Background: an optimization exercise with open tools, aiming at small area. Do not read the settings as production practice.
The RTL was checked by simulation tests, not by an equivalence proof against the original design.
The clock port is modelled as an ideal driver, which makes a skipped or thinned clock tree look cheaper than it is; a real chip needs a root buffer or a tree.

==> inputs of v4 <==
Design uart_top_dynamic, start of the top module:
module uart_top_dynamic(
    input wire clk,
    input wire rst,
    input wire rx,
    input wire [31:0] baud_rate,
    output wire [7:0] rx_data,
    output wire rx_ready,
    output wire tx,
    output wire [7:0] led_output
);
    wire tx_idle;
    uart_tx_dynamic tx_inst (
        .clk(clk),
        .rst(rst),
        .tx_start(rx_ready && tx_idle),
        .baud_rate(baud_rate),
        .tx_data(led_output),
        .Tx(tx),
        .tx_idle(tx_idle)
    );
    uart_rx_dynamic rx_inst (
        .clk(clk),
        .rst(rst),
        .rx(rx),
        .baud_rate(baud_rate),
        .rx_data(rx_data),
        .rx_ready(rx_ready),
        .led_output(led_output)
    );
endmodule
==> module uart_tx_dynamic, before the edit <==
module uart_tx_dynamic(
    input wire clk,
    input wire rst,
    input wire tx_start,
    input wire [31:0] baud_rate,
    input wire [7:0] tx_data,
    output reg Tx,
    output wire tx_idle
);
    reg [3:0] st;
    reg [7:0] data;
    reg [26:0] b;
    reg [26:0] acc;
    wire idle = ~st[3] & ~st[2];
    wire [26:0] sum;
    wire fire;
    wire [26:0] b_next = idle ? baud_rate[26:0] : b;
    uart_step step (.acc(acc), .b(b), .sum(sum), .fire(fire));
    assign tx_idle = idle & ~st[0];
    always @(posedge clk) begin
        b <= b_next;
        acc <= (idle || fire) ? b_next : sum;
        if (idle)
            data <= {tx_data[3], tx_data[4], tx_data[5], tx_data[7],
                     tx_data[2], tx_data[6], tx_data[1], tx_data[0]};
    end
    always @(posedge clk or posedge rst) begin
        if (rst) begin
            st <= 4'd0;
            Tx <= 1'b1;
        end else begin
            Tx <= st[3] ? data[st[2:0]] : ~(st[2] & ~st[0]);
            if (idle) begin
                st <= st[0] ? 4'b0100 : {3'b000, tx_start};
            end else if (fire) begin
                if (st[3])
                    st <= (st[2:0] == 3'b100) ? 4'b0101
                          : {1'b1, st[1:0], st[2] ^ (~st[1] | st[0])};
                else if (st[0])
                    st <= 4'b0000;
                else
                    st <= 4'b1000;
            end
        end
    end
endmodule
==> module uart_rx_dynamic, before the edit <==
module uart_rx_dynamic(
    input wire clk,
    input wire rst,
    input wire rx,
    input wire [31:0] baud_rate,
    output wire [7:0] rx_data,
    output wire rx_ready,
    output reg [7:0] led_output
);
    parameter clk_frq = 100000000;
    reg [3:0] st;
    reg [7:0] shift_reg;
    reg [26:0] b;
    reg [26:0] acc;
    wire idle = ~st[3] & ~st[2];
    wire [26:0] sum;
    wire fire;
    uart_step step (.acc(acc), .b(b), .sum(sum), .fire(fire));
    assign rx_ready = idle & st[0];
    assign rx_data = rx_ready ? shift_reg : led_output;
    wire [26:0] b_next = idle ? baud_rate[26:0] : b;
    always @(posedge clk) begin
        b <= b_next;
        if (idle)
            acc <= clk_frq / 2;
        else if (fire)
            acc <= b_next;
        else
            acc <= sum;
        if (st[3] && fire)
            shift_reg <= {rx, shift_reg[7:1]};
    end
    always @(posedge clk or posedge rst) begin
        if (rst) begin
            st <= 4'd0;
            led_output <= 8'd0;
        end else begin
            led_output <= rx_data;
            if (idle) begin
                st <= rx ? 4'b0000 : 4'b0100;
            end else if (fire) begin
                if (st[3])
                    st <= (st[2:0] == 3'b100) ? 4'b0101
                          : {1'b1, st[1:0], st[2] ^ (~st[1] | st[0])};
                else if (st[0])
                    st <= rx ? 4'b0001 : 4'b0000;
                else
                    st <= rx ? 4'b0000 : 4'b1000;
            end
        end
    end
endmodule
clock: 100.0 ns
lec_check: 0
cap_margin: 20
core_margin: 2
core_utilization: 80
slew_margin: 20
synth_hierarchical: 1
synth_minimum_keep_size: 0
standard.sh (not shown) runs the stock make flow with config.mk's settings and CLKGATE_MAP_FILE= SYNTH_SCRIPT=/design/flow/synth_recipe.tcl, a recipe that flattens the netlist after the stock synthesis.
==> flow/flow/run.sh <==
#!/bin/bash
# Own layout flow: the standard flow (standard.sh), with these changes:
# - synthesis maps logic with an area-oriented ABC script (abc_area.script)
#   instead of ORFS's delay-oriented one; the synthesis script itself
#   (synth_recipe.tcl) is unchanged, so the registers are the standard ones;
# - port buffers are buf_1 cells;
# - the CTS step builds a two-level inverter clock tree (clock_tree.tcl)
#   in place of TritonCTS, then goes on as ORFS's cts.tcl does (placement
#   legalisation, timing repair).
# Each step's full output goes to a log file in this folder.
set -euo pipefail
here=$(pwd)

# ORFS's scripts folder as links, with the ABC script replaced (synthesis)
# and cts.tcl calling clock_tree.tcl instead of clock_tree_synthesis.
scripts="$here/flow_scripts"
mkdir -p "$scripts"
for f in "$FLOW_HOME"/scripts/*; do
  ln -sf "$f" "$scripts/"
done
rm -f "$scripts/abc_speed.script" "$scripts/cts.tcl"
cp "$here/flow/abc_area.script" "$scripts/abc_speed.script"
sed 's|^log_cmd clock_tree_synthesis {\*}$cts_args$|source $::env(CLOCK_TREE_TCL)|' \
  "$FLOW_HOME/scripts/cts.tcl" > "$scripts/cts.tcl"
grep -q 'CLOCK_TREE_TCL' "$scripts/cts.tcl"

export BUFFER_PORTS_ARGS="-buffer_cell sky130_fd_sc_hd__buf_1"
export CLOCK_TREE_TCL="$here/flow/clock_tree.tcl"
export CLOCK_PORT=clk
export CLOCK_LEVELS=4
export CLOCK_ROOT_CELL=sky130_fd_sc_hd__inv_8
export CLOCK_LEAF_CELL=sky130_fd_sc_hd__inv_4

bash standard.sh SCRIPTS_DIR="$scripts" synth > "$here/synth.log" 2>&1
bash standard.sh SCRIPTS_DIR="$scripts" finish > "$here/layout.log" 2>&1
Other scripts of this flow, unchanged in this note and not shown: flow/flow/abc_area.script, flow/flow/clock_tree.tcl
==> inputs of v6, as changes to v4 <==
--- a/flow/design.v
+++ b/flow/design.v
@@ -11,35 +11,33 @@
     reg [7:0] data;
     reg [26:0] b;
     reg [26:0] acc;
-    wire idle = ~st[3] & ~st[2];
+    wire idle = (st[3:1] == 3'b000);
     wire [26:0] sum;
     wire fire;
     wire [26:0] b_next = idle ? baud_rate[26:0] : b;
     uart_step step (.acc(acc), .b(b), .sum(sum), .fire(fire));
-    assign tx_idle = idle & ~st[0];
+    assign tx_idle = (st == 4'd0);
     always @(posedge clk) begin
         b <= b_next;
         acc <= (idle || fire) ? b_next : sum;
         if (idle)
-            data <= {tx_data[3], tx_data[4], tx_data[5], tx_data[7],
-                     tx_data[2], tx_data[6], tx_data[1], tx_data[0]};
+            data <= tx_data;
     end
     always @(posedge clk or posedge rst) begin
         if (rst) begin
             st <= 4'd0;
             Tx <= 1'b1;
         end else begin
-            Tx <= st[3] ? data[st[2:0]] : ~(st[2] & ~st[0]);
+            Tx <= st[3] ? data[st[2:0]] : (st != 4'd2);
             if (idle) begin
-                st <= st[0] ? 4'b0100 : {3'b000, tx_start};
+                st <= st[0] ? 4'd2 : {3'b000, tx_start};
             end else if (fire) begin
-                if (st[3])
-                    st <= (st[2:0] == 3'b100) ? 4'b0101
-                          : {1'b1, st[1:0], st[2] ^ (~st[1] | st[0])};
-                else if (st[0])
-                    st <= 4'b0000;
-                else
-                    st <= 4'b1000;
+                case (st)
+                    4'd2: st <= 4'd8;
+                    4'd3: st <= 4'd0;
+                    4'd15: st <= 4'd3;
+                    default: st <= st + 4'd1;
+                endcase
             end
         end
     end
@@ -58,21 +56,21 @@
     reg [7:0] shift_reg;
     reg [26:0] b;
     reg [26:0] acc;
-    wire idle = ~st[3] & ~st[2];
+    wire idle = (st[3:1] == 3'b000);
     wire [26:0] sum;
     wire fire;
     uart_step step (.acc(acc), .b(b), .sum(sum), .fire(fire));
-    assign rx_ready = idle & st[0];
+    assign rx_ready = (st == 4'd1);
     assign rx_data = rx_ready ? shift_reg : led_output;
-    wire [26:0] b_next = idle ? baud_rate[26:0] : b;
     always @(posedge clk) begin
-        b <= b_next;
-        if (idle)
+        if (idle) begin
+            b <= baud_rate[26:0];
             acc <= clk_frq / 2;
-        else if (fire)
-            acc <= b_next;
-        else
+        end else if (fire) begin
+            acc <= b;
+        end else begin
             acc <= sum;
+        end
         if (st[3] && fire)
             shift_reg <= {rx, shift_reg[7:1]};
     end
@@ -83,15 +81,14 @@
         end else begin
             led_output <= rx_data;
             if (idle) begin
-                st <= rx ? 4'b0000 : 4'b0100;
+                st <= rx ? 4'd0 : 4'd2;
             end else if (fire) begin
-                if (st[3])
-                    st <= (st[2:0] == 3'b100) ? 4'b0101
-                          : {1'b1, st[1:0], st[2] ^ (~st[1] | st[0])};
-                else if (st[0])
-                    st <= rx ? 4'b0001 : 4'b0000;
-                else
-                    st <= rx ? 4'b0000 : 4'b1000;
+                case (st)
+                    4'd2: st <= rx ? 4'd0 : 4'd8;
+                    4'd3: st <= rx ? 4'd1 : 4'd0;
+                    4'd15: st <= 4'd3;
+                    default: st <= st + 4'd1;
+                endcase
             end
         end
     end
CORE_UTILIZATION = 65   (was 80)
==> comparison <==
- Of v4 and v6, v4 has the higher critical path depth (gap 1).
- In sequential cell count, v6 and v4 do not differ.
- Of v6 and v4, v4 has the higher final cell count (gap 3.0%, measured against v4).
- Between v4 and v6, the lower worst setup slack is in v4 (gap 0.58 ns).
- In v6 the register-to-register slack is better than in v4, by 0.18 ns.
- In v4 the fmax is lower than in v6, by about 2.5%.
- Of v6 and v4, v6 has the higher final area (gap 3.9%, measured against v4).
- v6 completed with no timing, DRC or antenna violations. v4 finished with timing, DRC and antenna clean.
- Of v4 and v6, v6 has the higher die area (gap 21%, measured against v6).
No run of this note takes its clock network from TritonCTS; it comes from the design's own scripts or RTL.


==> run P <==
uart_top_dynamic with an RTL version that a note above also has.
==> module uart_tx_dynamic, before the edit <==
module uart_tx_dynamic(
    input wire clk,
    input wire rst,
    input wire tx_start,
    input wire [31:0] baud_rate,
    input wire [7:0] tx_data,
    output reg Tx,
    output wire tx_idle
);
    reg [3:0] st;
    reg [7:0] data;
    reg [26:0] b;
    reg [26:0] acc;
    wire idle = (st[3:1] == 3'b000);
    wire [26:0] sum;
    wire fire;
    wire [26:0] b_next = idle ? baud_rate[26:0] : b;
    uart_step step (.acc(acc), .b(b), .sum(sum), .fire(fire));
    assign tx_idle = (st == 4'd0);
    always @(posedge clk) begin
        b <= b_next;
        acc <= (idle || fire) ? b_next : sum;
        if (idle)
            data <= tx_data;
    end
    always @(posedge clk or posedge rst) begin
        if (rst) begin
            st <= 4'd0;
            Tx <= 1'b1;
        end else begin
            Tx <= st[3] ? data[st[2:0]] : (st != 4'd2);
            if (idle) begin
                st <= st[0] ? 4'd2 : {3'b000, tx_start};
            end else if (fire) begin
                case (st)
                    4'd2: st <= 4'd8;
                    4'd3: st <= 4'd0;
                    4'd15: st <= 4'd3;
                    default: st <= st + 4'd1;
                endcase
            end
        end
    end
endmodule
==> module uart_rx_dynamic, before the edit <==
module uart_rx_dynamic(
    input wire clk,
    input wire rst,
    input wire rx,
    input wire [31:0] baud_rate,
    output wire [7:0] rx_data,
    output wire rx_ready,
    output reg [7:0] led_output
);
    parameter clk_frq = 100000000;
    reg [3:0] st;
    reg [7:0] shift_reg;
    reg [26:0] b;
    reg [26:0] acc;
    wire idle = (st[3:1] == 3'b000);
    wire [26:0] sum;
    wire fire;
    uart_step step (.acc(acc), .b(b), .sum(sum), .fire(fire));
    assign rx_ready = (st == 4'd1);
    assign rx_data = rx_ready ? shift_reg : led_output;
    always @(posedge clk) begin
        if (idle) begin
            b <= baud_rate[26:0];
            acc <= clk_frq / 2;
        end else if (fire) begin
            acc <= b;
        end else begin
            acc <= sum;
        end
        if (st[3] && fire)
            shift_reg <= {rx, shift_reg[7:1]};
    end
    always @(posedge clk or posedge rst) begin
        if (rst) begin
            st <= 4'd0;
            led_output <= 8'd0;
        end else begin
            led_output <= rx_data;
            if (idle) begin
                st <= rx ? 4'd0 : 4'd2;
            end else if (fire) begin
                case (st)
                    4'd2: st <= rx ? 4'd0 : 4'd8;
                    4'd3: st <= rx ? 4'd1 : 4'd0;
                    4'd15: st <= 4'd3;
                    default: st <= st + 4'd1;
                endcase
            end
        end
    end
endmodule
==> module uart_step, before the edit <==
module uart_step(
    input wire [26:0] acc,
    input wire [26:0] b,
    output wire [26:0] sum,
    output wire fire
);
    localparam [27:0] LIMIT = 28'd100000000;
    wire [27:0] s;
    wire [28:0] gt;
    assign gt[0] = 1'b0;
    uart_add add (.a(acc), .b(b), .s(s));
    genvar i;
    generate
        for (i = 0; i < 28; i = i + 1) begin : cmp_
            if (LIMIT[i])
                assign gt[i+1] = s[i] & gt[i];
            else
                assign gt[i+1] = s[i] | gt[i];
        end
    endgenerate
    assign sum = s[26:0];
    assign fire = gt[28];
endmodule
==> module uart_add, before the edit <==
module uart_add(
    input wire [26:0] a,
    input wire [26:0] b,
    output wire [27:0] s
);
    wire [27:0] c;
    assign c[0] = 1'b0;
    genvar i;
    generate
        for (i = 0; i < 27; i = i + 1) begin : bit_
            assign s[i] = a[i] ^ b[i] ^ c[i];
            assign c[i+1] = (a[i] & b[i]) | (a[i] & c[i]) | (b[i] & c[i]);
        end
    endgenerate
    assign s[27] = c[27];
endmodule
Settings: LEC_CHECK=0, CAP_MARGIN=20, CORE_MARGIN=2, CORE_UTILIZATION=65, SLEW_MARGIN=20, SYNTH_HIERARCHICAL=1, SYNTH_MINIMUM_KEEP_SIZE=0; clock period 100.0 ns.
==> flow/flow/run.sh <==
#!/bin/bash
# Own layout flow: the standard flow (standard.sh), with three changes:
# - synthesis maps logic with an area-oriented ABC script (abc_area.script)
#   instead of ORFS's delay-oriented one; the synthesis script itself
#   (synth_recipe.tcl) is unchanged, so the registers are the standard ones;
# - port buffers are buf_1 cells;
# - CTS picks from clkbuf_4 and clkbuf_8 and adds no dummy loads.
# Each step's full output goes to a log file in this folder.
set -euo pipefail
here=$(pwd)

# A copy of ORFS's scripts folder (as links) whose delay-oriented ABC script
# is replaced by the area-oriented one; used for synthesis only.
mkdir -p "$here/abc_scripts"
for f in "$FLOW_HOME"/scripts/*; do
  ln -sf "$f" "$here/abc_scripts/"
done
rm -f "$here/abc_scripts/abc_speed.script"
cp "$here/flow/abc_area.script" "$here/abc_scripts/abc_speed.script"

bash standard.sh SCRIPTS_DIR="$here/abc_scripts" synth > "$here/synth.log" 2>&1

export BUFFER_PORTS_ARGS="-buffer_cell sky130_fd_sc_hd__buf_1"
export CTS_ARGS="-sink_clustering_enable -repair_clock_nets -dont_use_dummy_load -buf_list {sky130_fd_sc_hd__clkbuf_4 sky130_fd_sc_hd__clkbuf_8}"
bash standard.sh finish > "$here/layout.log" 2>&1
==> flow/flow/abc_area.script <==
strash
dch -f
amap
topo
==> run F: changes against run P <==
--- a/flow/design.v
+++ b/flow/design.v
@@ -22,3 +22,3 @@
         acc <= (idle || fire) ? b_next : sum;
-        if (idle)
+        if (st == 4'd1)
             data <= tx_data;
@@ -81,3 +81,4 @@
         end else begin
-            led_output <= rx_data;
+            if (rx_ready)
+                led_output <= shift_reg;
             if (idle) begin
@@ -102,8 +103,14 @@
     localparam [27:0] LIMIT = 28'd100000000;
+    wire [27:0] c;
     wire [27:0] s;
     wire [28:0] gt;
+    assign c[0] = 1'b0;
     assign gt[0] = 1'b0;
-    uart_add add (.a(acc), .b(b), .s(s));
     genvar i;
     generate
+        for (i = 0; i < 27; i = i + 1) begin : bit_
+            assign s[i] = acc[i] ^ b[i] ^ c[i];
+            assign c[i+1] = (acc[i] & b[i]) | (c[i] & (acc[i] ^ b[i]));
+        end
+        assign s[27] = c[27];
         for (i = 0; i < 28; i = i + 1) begin : cmp_
@@ -117,18 +124,2 @@
     assign fire = gt[28];
-endmodule
-module uart_add(
-    input wire [26:0] a,
-    input wire [26:0] b,
-    output wire [27:0] s
-);
-    wire [27:0] c;
-    assign c[0] = 1'b0;
-    genvar i;
-    generate
-        for (i = 0; i < 27; i = i + 1) begin : bit_
-            assign s[i] = a[i] ^ b[i] ^ c[i];
-            assign c[i+1] = (a[i] & b[i]) | (a[i] & c[i]) | (b[i] & c[i]);
-        end
-    endgenerate
-    assign s[27] = c[27];
 endmodule
==> flow/run.sh (new file) <==
#!/bin/bash
# synth_recipe.tcl (not shown) runs the flow's synth.tcl, then flattens the netlist and writes it again
# the make line also repeats each setting of config.mk as NAME=value (left out here)
make -C /OpenROAD-flow-scripts/flow DESIGN_CONFIG=/design/flow/config.mk WORK_HOME=/design/flow/orfs CLKGATE_MAP_FILE= SYNTH_SCRIPT=/design/flow/synth_recipe.tcl finish
--- a/flow/config.mk
+++ b/flow/config.mk
@@ -9,5 +9,3 @@
 export CORE_MARGIN = 2
-export CORE_UTILIZATION = 65
+export CORE_UTILIZATION = 40
 export SLEW_MARGIN = 20
-export SYNTH_HIERARCHICAL = 1
-export SYNTH_MINIMUM_KEEP_SIZE = 0
removed: flow/flow/run.sh
removed: flow/flow/abc_area.script
removed: flow/standard.sh
==> metrics.csv <==
metric,value,unit
status,timing/DRC/antenna clean,
worst setup path end,rx_data[6],
Synth top area share,0.276,
cell count after placement,563,
tap cells,108,
met2 WL,5660,um
Layout Utilization,0.743,
Synth Instances,403,
the above is filed under run P

==> metrics.csv <==
metric,value,unit
status,timing/DRC/antenna clean,
Compound-Gate Fraction of Synth Area,0.123,
Multi-In Gates,311,
met2 WL,6980,um
CP required,80.00,ns
tap cells,220,
grt met2 use,0.283,
drt pass-1 iters,4,
Critical Path End Type,output pin,
cell count after placement,806,
worst setup path end,rx_data[5],
the above is filed under run F

afterwards: timing with drivers on the ports:
How much do the figures lean on ideal ports? The routed layouts below were timed once more, with nothing changed but the port constraints.
Step 1, drivers: a clkbuf_16 drives clk and a buf_2 each remaining input, both assumed.
Step 2, shift: input delay + t, output delay - t, t = (earliest + latest rising clock arrival at the registers) / 2. This alone moves slack from input paths to output paths.
a / b / c = ideal ports / drivers / drivers and shift; a / b = the first two.
run | t (ns) | setup slack, ns | latest minus earliest clock arrival (ns) | worst data-port slew with drivers (ns) | pins driven straight from the clock port
v4 | 0.263 | 77.344 / 77.295 / 77.558 | 0.014 / 0.014 | 0.04 | 1
v6 | 0.264 | 77.921 / 77.872 / 78.136 | 0.016 / 0.016 | 0.04 | 1
run P | 0.438 | 77.765 / 77.732 / 78.170 | 0.027 / 0.027 | 0.04 | 1
run F | 0.441 | 77.632 / 77.593 / 78.034 | 0.009 / 0.009 | 0.06 | 1
After both steps setup and hold are still met in every run listed.
